This is an optimization exercise on Yosys and OpenROAD, whose aim is small area, a short achievable clock period and few clock cycles per item, not a production implementation.
Function was checked by simulation only, so behaviour that the tests miss may differ from the original.

==> v11: inputs <==
// fsqrt
module fsqrt (
  input wire clk,
  input wire ready,
  input wire [31:0] x1,
  output reg [31:0] y_reg,
  output reg valid
  );
==> module fsqrt, before the edit <==
module fsqrt (
  input wire clk,
  input wire ready,
  input wire [31:0] x1,
  output reg [31:0] y_reg,
  output reg valid
  );
  wire [9:0] idx = {x1[23], x1[22:14]};
  wire sh24 = x1[23] & (|x1[22:14]);
  wire [24:0] mp = sh24 ? {2'b01, x1[22:0]} : {1'b1, x1[22:0], 1'b0};
  wire [26:0] m3 = {2'b00, mp} + {1'b0, mp, 1'b0};
  wire [23:0] y1m;
  wire [22:0] t2;
  fsqrt0 u0(idx, mp[23:0], y1m);
  fsqrt1 u1(idx, t2);
  wire [7:0] e1 = x1[30:23];
  wire [7:0] eabs = e1[7] ? e1 - 8'd127 : 8'd128 - e1;
  wire [7:0] ehalf = eabs >> 1;
  wire [7:0] e = e1[7] ? 8'd127 + ehalf : 8'd127 - ehalf;
  reg s_r, sat_r;
  reg [7:0] e_r;
  reg [24:0] m1_r;
  reg [26:0] m3_r;
  reg [23:0] y1m_r;
  reg [23:0] ex_r;    
  reg [6:0] yn_r;     
  always @(posedge clk) begin
    valid <= ready;
    s_r <= x1[31];
    e_r <= e;
    sat_r <= ~x1[23] & (&x1[22:2]) & (x1[1] | x1[0]);
    m1_r <= mp;
    m3_r <= m3;
    y1m_r <= y1m;
    ex_r <= {1'b1, t2} ^ {t2, 1'b0};
    yn_r <= {t2[20], t2[17], t2[14], t2[11], t2[8], t2[5], t2[2]};
  end
  wire [7:0] ng = {1'b1, yn_r};
  reg [7:0] x1s, x2s, x3s, x4s;
  integer j;
  always @* begin
    for (j = 0; j < 8; j = j + 1) begin
      x1s[j] = ex_r[3*j] & ~ex_r[3*j+2];
      x2s[j] = ~ex_r[3*j] & ex_r[3*j+1];
      x3s[j] = ex_r[3*j] & ex_r[3*j+2];
      x4s[j] = ~ex_r[3*j] & ~ex_r[3*j+1] & ex_r[3*j+2];
    end
  end
  wire [22:0] sm;
  fsqrt2 u2(ng, x1s, x2s, x3s, x4s, m1_r, m3_r, y1m_r, sm);
  wire [22:0] r = sm | {23{sat_r}};
  always @* y_reg = {s_r, e_r, r};
endmodule
clock: 8.0 ns
lec_check: 0
abc_area: 1
cap_margin: 20
core_margin: 2
core_utilization: 25
cts_cluster_diameter: 150
cts_cluster_size: 40
place_density: 0.35
setup_slack_margin: 0.2
slew_margin: 20
synth_memory_max_bits: 262144
run.sh (not shown) runs the stock make flow with config.mk's settings and CLKGATE_MAP_FILE= SYNTH_SCRIPT=/design/flow/synth_recipe.tcl, a recipe that flattens the netlist after the stock synthesis.
==> v26: changes against v11 <==
--- a/flow/design.v
+++ b/flow/design.v
@@ -4731,4 +4731,3 @@
   reg [23:0] y1m_r;
-  reg [23:0] ex_r;    
-  reg [6:0] yn_r;     
+  reg [22:0] y2_r;
   always @(posedge clk) begin
@@ -4741,7 +4740,6 @@
     y1m_r <= y1m;
-    ex_r <= {1'b1, t2} ^ {t2, 1'b0};
-    yn_r <= {t2[20], t2[17], t2[14], t2[11], t2[8], t2[5], t2[2]};
+    y2_r <= t2;
   end
-  wire [7:0] ng = {1'b1, yn_r};
-  reg [7:0] x1s, x2s, x3s, x4s;
+  wire [24:0] yb = {1'b1, y2_r, 1'b0};
+  reg [7:0] ng, x1s, x2s, x3s, x4s;
   integer j;
@@ -4749,6 +4747,7 @@
     for (j = 0; j < 8; j = j + 1) begin
-      x1s[j] = ex_r[3*j] & ~ex_r[3*j+2];
-      x2s[j] = ~ex_r[3*j] & ex_r[3*j+1];
-      x3s[j] = ex_r[3*j] & ex_r[3*j+2];
-      x4s[j] = ~ex_r[3*j] & ~ex_r[3*j+1] & ex_r[3*j+2];
+      ng[j] = yb[3*j+3];
+      x1s[j] = (yb[3*j+1] ^ yb[3*j]) & ~(yb[3*j+2] ^ yb[3*j+3]);
+      x2s[j] = ~(yb[3*j+1] ^ yb[3*j]) & (yb[3*j+2] ^ yb[3*j+1]);
+      x3s[j] = (yb[3*j+1] ^ yb[3*j]) & (yb[3*j+2] ^ yb[3*j+3]);
+      x4s[j] = ~(yb[3*j+1] ^ yb[3*j]) & ~(yb[3*j+2] ^ yb[3*j+1]) & (yb[3*j+3] ^ yb[3*j+2]);
     end
Settings changed: CORE_UTILIZATION 25 to 40, PLACE_DENSITY 0.35 to 0.55.
==> notes.md <==
| quantity | v26 | v11 |
|---|---|---|
| Xor/xnor cell area share of the yosys netlist | 0.0708 | 0.0732 |
| Number of buffers added by the clock tree synthesis step | 9 | 17 |
| Most area-hungry cell type in the Yosys netlist | nand2_1 | fa_1 |
| Multiplexer share of the synthesized area | 0.000279 | 0.000557 |
| Minimum setup slack after placement | -0.180 ns | -0.230 ns |
| Initial cell density of the core | 0.405 | 0.251 |
| Post-synthesis instance area | 35900 sq um | 35900 sq um |
| Routability congestion estimate from global placement | 1.30 | 1.12 |
| Basic-gate share of the synthesized area counting and, or, nand and nor cells | 0.261 | 0.237 |
| Clock H-tree levels | 3 | 4 |
| Number of standard cells after synthesis | 5922 | 5779 |
| Post-Syn Area per Cell | 6.06 sq um | 6.22 sq um |
| Die Span Y | 303 um | 383 um |
| Status | did not finish | finished clean |
| Last stage reached | 5_1_grt | - |
| Final HPWL DP | 218 mm | 286 mm |
| Proportion of synthesized chip area in sequential cells | 0.0608 | 0.0652 |
| Placed insts | 7777 | 8736 |
| Number of gates given a new drive strength after cts | 152 | 193 |
| Num Clock Sinks | 109 | 117 |
| Post-synthesis adder-cell area fraction | 0.210 | 0.209 |
Testbench counts of v11, summed over its fixed seeds: cycles 12,000, items 12,000.
Testbench counts of v26, summed over its fixed seeds: cycles 12,000, items 12,000.

* * *

==> inputs of job 3420 <==
fsqrt, a different RTL version from the one above (not shown whole).
Settings: LEC_CHECK=0, CAP_MARGIN=10, CORE_MARGIN=2, CORE_UTILIZATION=25, PLACE_DENSITY=0.35, SLEW_MARGIN=10, SYNTH_MEMORY_MAX_BITS=262144; clock period 8.0 ns.
==> job 7659 (differences from job 3420) <==
- CAP_MARGIN: 10 -> 40
- CORE_UTILIZATION: 25 -> 12
- PLACE_DENSITY: 0.35 -> 0.2
- SLEW_MARGIN: 10 -> 40
==> job 2950 (differences from job 3420) <==
- CAP_MARGIN: 10 -> 40
- SLEW_MARGIN: 10 -> 40
==> summary of the runs <==
Job 7659 completed, yet does not pass: setup timing. Job 3420 completed, yet does not pass: setup timing. Job 2950 finished but failed the layout checks on setup timing. In job 7659 the core utilization is lower than in job 2950, by 17 points. The lowest via count belongs to job 2950, the highest to job 3420. Hold slack: job 3420 > job 7659 > job 2950. The highest final cell count belongs to job 7659, the lowest to job 3420. Of job 2950 and job 7659, job 7659 has the higher maximum frequency (gap 2.5%, measured against job 7659). Clock-buffer cell count is the same in job 7659 and job 2950. Synthesized cell count is the same in job 3420 and job 2950. The highest worst setup slack belongs to job 7659, the lowest to job 3420. The highest sequential share of layout area belongs to job 3420, the lowest to job 7659.
==> figures <==
| quantity | job 7659 | job 2950 | job 3420 |
|---|---|---|---|
| Buffer count from post-CTS setup fixing | 7 | 11 | 7 |
| Area taken by flip-flops and latches | 0.00195 mm^2 | 0.00195 mm^2 | 0.00194 mm^2 |
| Total routing resource utilization after global routing | 20.6% | 37.9% | 37.7% |
| Min Tclk post-route | 8.10 ns | 8.31 ns | 8.31 ns |
| End of the critical path | y_reg[14] | y_reg[16] | y_reg[14] |
| Dpl cell area | 0.0532 mm^2 | 0.0492 mm^2 | 0.0492 mm^2 |
| Wire length on met2 | 147000 um | 125000 um | 126000 um |
| Clock input transition at the sequential cells of the worst setup and hold paths | 0.08 ns | 0.09 ns | 0.08 ns |
| Share of layout cells above drive strength 1 | 33.9% | 30.4% | 30.2% |
| Final area over synthesized area | 1.542x | 1.417x | 1.414x |
| Wire length after detailed routing | 326000 um | 286000 um | 286000 um |
| Gates resized, CTS repair | 323 | 244 | 249 |
| DP Cell Count | 10.1k | 7846 | 7845 |
| Non-clk buf share | 25.9% | 25.3% | 25.2% |
| DIE AREA | 0.307 mm^2 | 0.148 mm^2 | 0.148 mm^2 |
| Detailed-routing wirelength on met1 | 144000 um | 113000 um | 114000 um |
| Detailed Routing Iterations Pass 1 | 6 | 7 | 7 |
| Layout fillers | 34.0k | 15.5k | 15.6k |
| Status | finished with violations | finished with violations | finished with violations |
| Layout check failures | setup timing | setup timing | setup timing |
| Initial detailed-routing violation count | 4097 | 4929 | 4866 |
| Final setup violation count | 8 | 14 | 14 |
Testbench counts of job 3420, summed over its fixed seeds: cycles 12,000, items 12,000.
Testbench counts of job 7659, summed over its fixed seeds: cycles 12,000, items 12,000.
Testbench counts of job 2950, summed over its fixed seeds: cycles 12,000, items 12,000.

* * *

==> exp/nickel <==
Another version of the RTL of fsqrt (not shown whole).
==> module fsqrt, before the edit <==
module fsqrt (
  input wire clk,
  input wire ready,
  input wire [31:0] x1,
  output reg [31:0] y_reg,
  output reg valid
  );
  wire [9:0] idx = {x1[23], x1[22:14]};
  wire [22:0] t1, t2;
  fsqrt0 u0(idx, t1);
  fsqrt1 u1(idx, t2);
  wire [7:0] e1 = x1[30:23];
  wire [7:0] eabs = e1[7] ? e1 - 8'd127 : 8'd128 - e1;
  wire [7:0] ehalf = eabs >> 1;
  wire [7:0] e = e1[7] ? 8'd127 + ehalf : 8'd127 - ehalf;
  wire sh24 = x1[23] & (|x1[22:14]);
  wire [25:0] mp = sh24 ? {2'b01, x1[22:0], 1'b0} : {1'b1, x1[22:0], 2'b0};   
  wire [26:0] mb = {1'b0, mp};
  reg [12:0] neg, one, two;
  integer j;
  always @* begin
    for (j = 0; j < 13; j = j + 1) begin
      neg[j] = mb[2*j+2] & ~(mb[2*j+1] & mb[2*j]);
      one[j] = mb[2*j+1] ^ mb[2*j];
      two[j] = (mb[2*j+2] & ~mb[2*j+1] & ~mb[2*j]) | (~mb[2*j+2] & mb[2*j+1] & mb[2*j]);
    end
  end
  reg s_r, sat_r;
  reg [7:0] e_r;
  reg [22:0] y1_r, y2_r;
  reg [12:0] neg_r, one_r, two_r;
  always @(posedge clk) begin
    valid <= ready;
    s_r <= x1[31];
    e_r <= e;
    sat_r <= ~x1[23] & (&x1[22:2]) & (x1[1] | x1[0]);
    y1_r <= t1;
    y2_r <= t2;
    neg_r <= neg;
    one_r <= one;
    two_r <= two;
  end
  wire [22:0] sm;
  wire [1:0] top;
  fsqrt2 u2(neg_r, one_r, two_r, y1_r, y2_r, sm, top);
  wire [22:0] r = sm | {23{sat_r}};
  always @* y_reg = {s_r, e_r, r};
endmodule
Settings: LEC_CHECK=0, CAP_MARGIN=40, CORE_MARGIN=2, CORE_UTILIZATION=25, PLACE_DENSITY=0.35, SLEW_MARGIN=40, SYNTH_MEMORY_MAX_BITS=262144; clock period 8.0 ns.
==> exp/umber: changes against exp/nickel <==
--- a/flow/design.v
+++ b/flow/design.v
@@ -3123,3 +3123,3 @@
   end
-  reg s_r, sat_r;
+  reg s_r, ones_r;
   reg [7:0] e_r;
@@ -3131,3 +3131,3 @@
     e_r <= e;
-    sat_r <= ~x1[23] & (&x1[22:2]) & (x1[1] | x1[0]);
+    ones_r <= &x1[22:2];
     y1_r <= t1;
@@ -3141,3 +3141,3 @@
   fsqrt2 u2(neg_r, one_r, two_r, y1_r, y2_r, sm, top);
-  wire [22:0] r = sm | {23{sat_r}};
+  wire [22:0] r = (ones_r && top == 2'b00) ? 23'h7fffff : sm;
   always @* y_reg = {s_r, e_r, r};
--- a/flow/config.mk
+++ b/flow/config.mk
@@ -9,4 +9,4 @@
 export CORE_MARGIN = 2
-export CORE_UTILIZATION = 25
-export PLACE_DENSITY = 0.35
+export CORE_UTILIZATION = 35
+export PLACE_DENSITY = 0.55
 export SLEW_MARGIN = 40
==> summary of the runs <==
exp/umber died in global routing. exp/nickel stopped in global routing. In exp/umber the synthesized cell count is larger than in exp/nickel, by 1.3%. Between exp/nickel and exp/umber, the lower synthesized area is in exp/umber (gap about 0.4%, measured against exp/umber).
Testbench counts of exp/nickel, summed over its fixed seeds: cycles 12,000, items 12,000.
Testbench counts of exp/umber, summed over its fixed seeds: cycles 12,000, items 12,000.

* * *

==> run K <==
RTL: one of the versions met above, not the one the previous note started from.
==> flow/config.mk <==
export PLATFORM = sky130hd
export DESIGN_NAME = fsqrt
export DESIGN_NICKNAME = fsqrt
export VERILOG_FILES = /design/flow/design.v
export SDC_FILE = /design/flow/constraint.sdc
export NUM_CORES = 4
export LEC_CHECK = 0
export ABC_AREA = 1
export CAP_MARGIN = 25
export CORE_MARGIN = 2
export CORE_UTILIZATION = 25
export CTS_CLUSTER_DIAMETER = 150
export CTS_CLUSTER_SIZE = 40
export PLACE_DENSITY = 0.35
export SETUP_SLACK_MARGIN = 0.0
export SLEW_MARGIN = 25
export SYNTH_MEMORY_MAX_BITS = 262144
export TNS_END_PERCENT = 0
==> flow/constraint.sdc <==
create_clock -name core_clock -period 8.0 [get_ports {clk}]
set_input_delay 1.6000 -clock core_clock [delete_from_list [all_inputs] [get_ports {clk}]]
set_output_delay 1.6000 -clock core_clock [all_outputs]
set_load 0.01 [all_outputs]
==> inputs of run H, as changes to run K <==
--- a/flow/design.v
+++ b/flow/design.v
@@ -4731,4 +4731,3 @@
   reg [23:0] y1m_r;
-  reg [23:0] ex_r;    
-  reg [6:0] yn_r;     
+  reg [22:0] y2_r;
   always @(posedge clk) begin
@@ -4741,7 +4740,6 @@
     y1m_r <= y1m;
-    ex_r <= {1'b1, t2} ^ {t2, 1'b0};
-    yn_r <= {t2[20], t2[17], t2[14], t2[11], t2[8], t2[5], t2[2]};
+    y2_r <= t2;
   end
-  wire [7:0] ng = {1'b1, yn_r};
-  reg [7:0] x1s, x2s, x3s, x4s;
+  wire [24:0] yb = {1'b1, y2_r, 1'b0};
+  reg [7:0] ng, x1s, x2s, x3s, x4s;
   integer j;
@@ -4749,6 +4747,7 @@
     for (j = 0; j < 8; j = j + 1) begin
-      x1s[j] = ex_r[3*j] & ~ex_r[3*j+2];
-      x2s[j] = ~ex_r[3*j] & ex_r[3*j+1];
-      x3s[j] = ex_r[3*j] & ex_r[3*j+2];
-      x4s[j] = ~ex_r[3*j] & ~ex_r[3*j+1] & ex_r[3*j+2];
+      ng[j] = yb[3*j+3];
+      x1s[j] = (yb[3*j+1] ^ yb[3*j]) & ~(yb[3*j+2] ^ yb[3*j+3]);
+      x2s[j] = ~(yb[3*j+1] ^ yb[3*j]) & (yb[3*j+2] ^ yb[3*j+1]);
+      x3s[j] = (yb[3*j+1] ^ yb[3*j]) & (yb[3*j+2] ^ yb[3*j+3]);
+      x4s[j] = ~(yb[3*j+1] ^ yb[3*j]) & ~(yb[3*j+2] ^ yb[3*j+1]) & (yb[3*j+3] ^ yb[3*j+2]);
     end
CAP_MARGIN = 20   (was 25)
SETUP_SLACK_MARGIN = 0.2   (was 0.0)
SLEW_MARGIN = 20   (was 25)
TNS_END_PERCENT = default   (was 0)
==> summary of the runs <==
Of run K and run H, run H has the higher critical path depth (gap 8). In die area, run H and run K hardly differ. Of run K and run H, run H has the higher non-clock buffer count (gap 82). Clock-buffer cell count: run K is higher than run H (10). Against run K, the routed wire length of run H is smaller by about 2.6%. Run H finished clean. Run K finished but failed the layout checks on negative setup slack.
==> figures <==
metric                                                                          run H                   run K
Fraction of area in multi-input gates                                           59.4%                   58.1%
Seq Cell Count                                                                    109                     117
Synthesized-area fraction occupied by and/or/nand/nor cells                     26.1%                   23.7%
Critical path fanouts, max                                                          3                      10
Most numerous cell in the Yosys netlist                      sky130_fd_sc_hd__nand2_1  sky130_fd_sc_hd__inv_1
Synth Area in Compound Gates                                                    25.9%                   26.8%
Area fraction of the dominant cell type after synthesis                         14.5%                   13.5%
TritonCTS buffer count                                                              9                      17
CP max-delay cell                                               sky130_fd_sc_hd__fa_1   sky130_fd_sc_hd__fa_2
DIE AREA                                                                    0.147 mm²               0.147 mm²
Average wire length per cell after detail routing                             37.3 µm                 39.2 µm
Run status                                                    complete, no violations         failed layout checks
Violated checks                                                                     -    negative setup slack
Testbench counts of run K, summed over its fixed seeds: cycles 12,000, items 12,000.
Testbench counts of run H, summed over its fixed seeds: cycles 12,000, items 12,000.

re-timing with driven ports:
How much do the figures lean on ideal ports? The routed layouts below were timed once more, with nothing changed but the port constraints. Step 1: set_driving_cell puts a clkbuf_16 on clk and a buf_2 on each other input, an assumption about the parent block. Step 2 moves the port delays by t, midway between the first and last clock arrival at a register: inputs arrive t later, outputs are due t later. That takes back most of the time a late clock gives input paths. a / b / c = ideal ports / drivers / drivers and shift; a / b = the first two.
run	t, ns	slack for setup (ns)	worst setup path after step 2
v11	0.593	0.181 / 0.186 / -0.349	input to register
job 3420	0.438	-0.311 / -0.372 / -0.333	input to register
job 7659	0.452	-0.099 / -0.167 / -0.309	input to register
job 2950	0.434	-0.307 / -0.363 / -0.324	input to register
run K	0.585	-0.068 / -0.142 / -0.537	input to register
run H	0.521	0.200 / 0.108 / -0.076	input to register
With both steps, setup timing fails in v11 and run H, where it was met with ideal ports. The setup slack of v11, which loses most, moves by +0.005 ns with the drivers and by -0.530 ns with both steps.
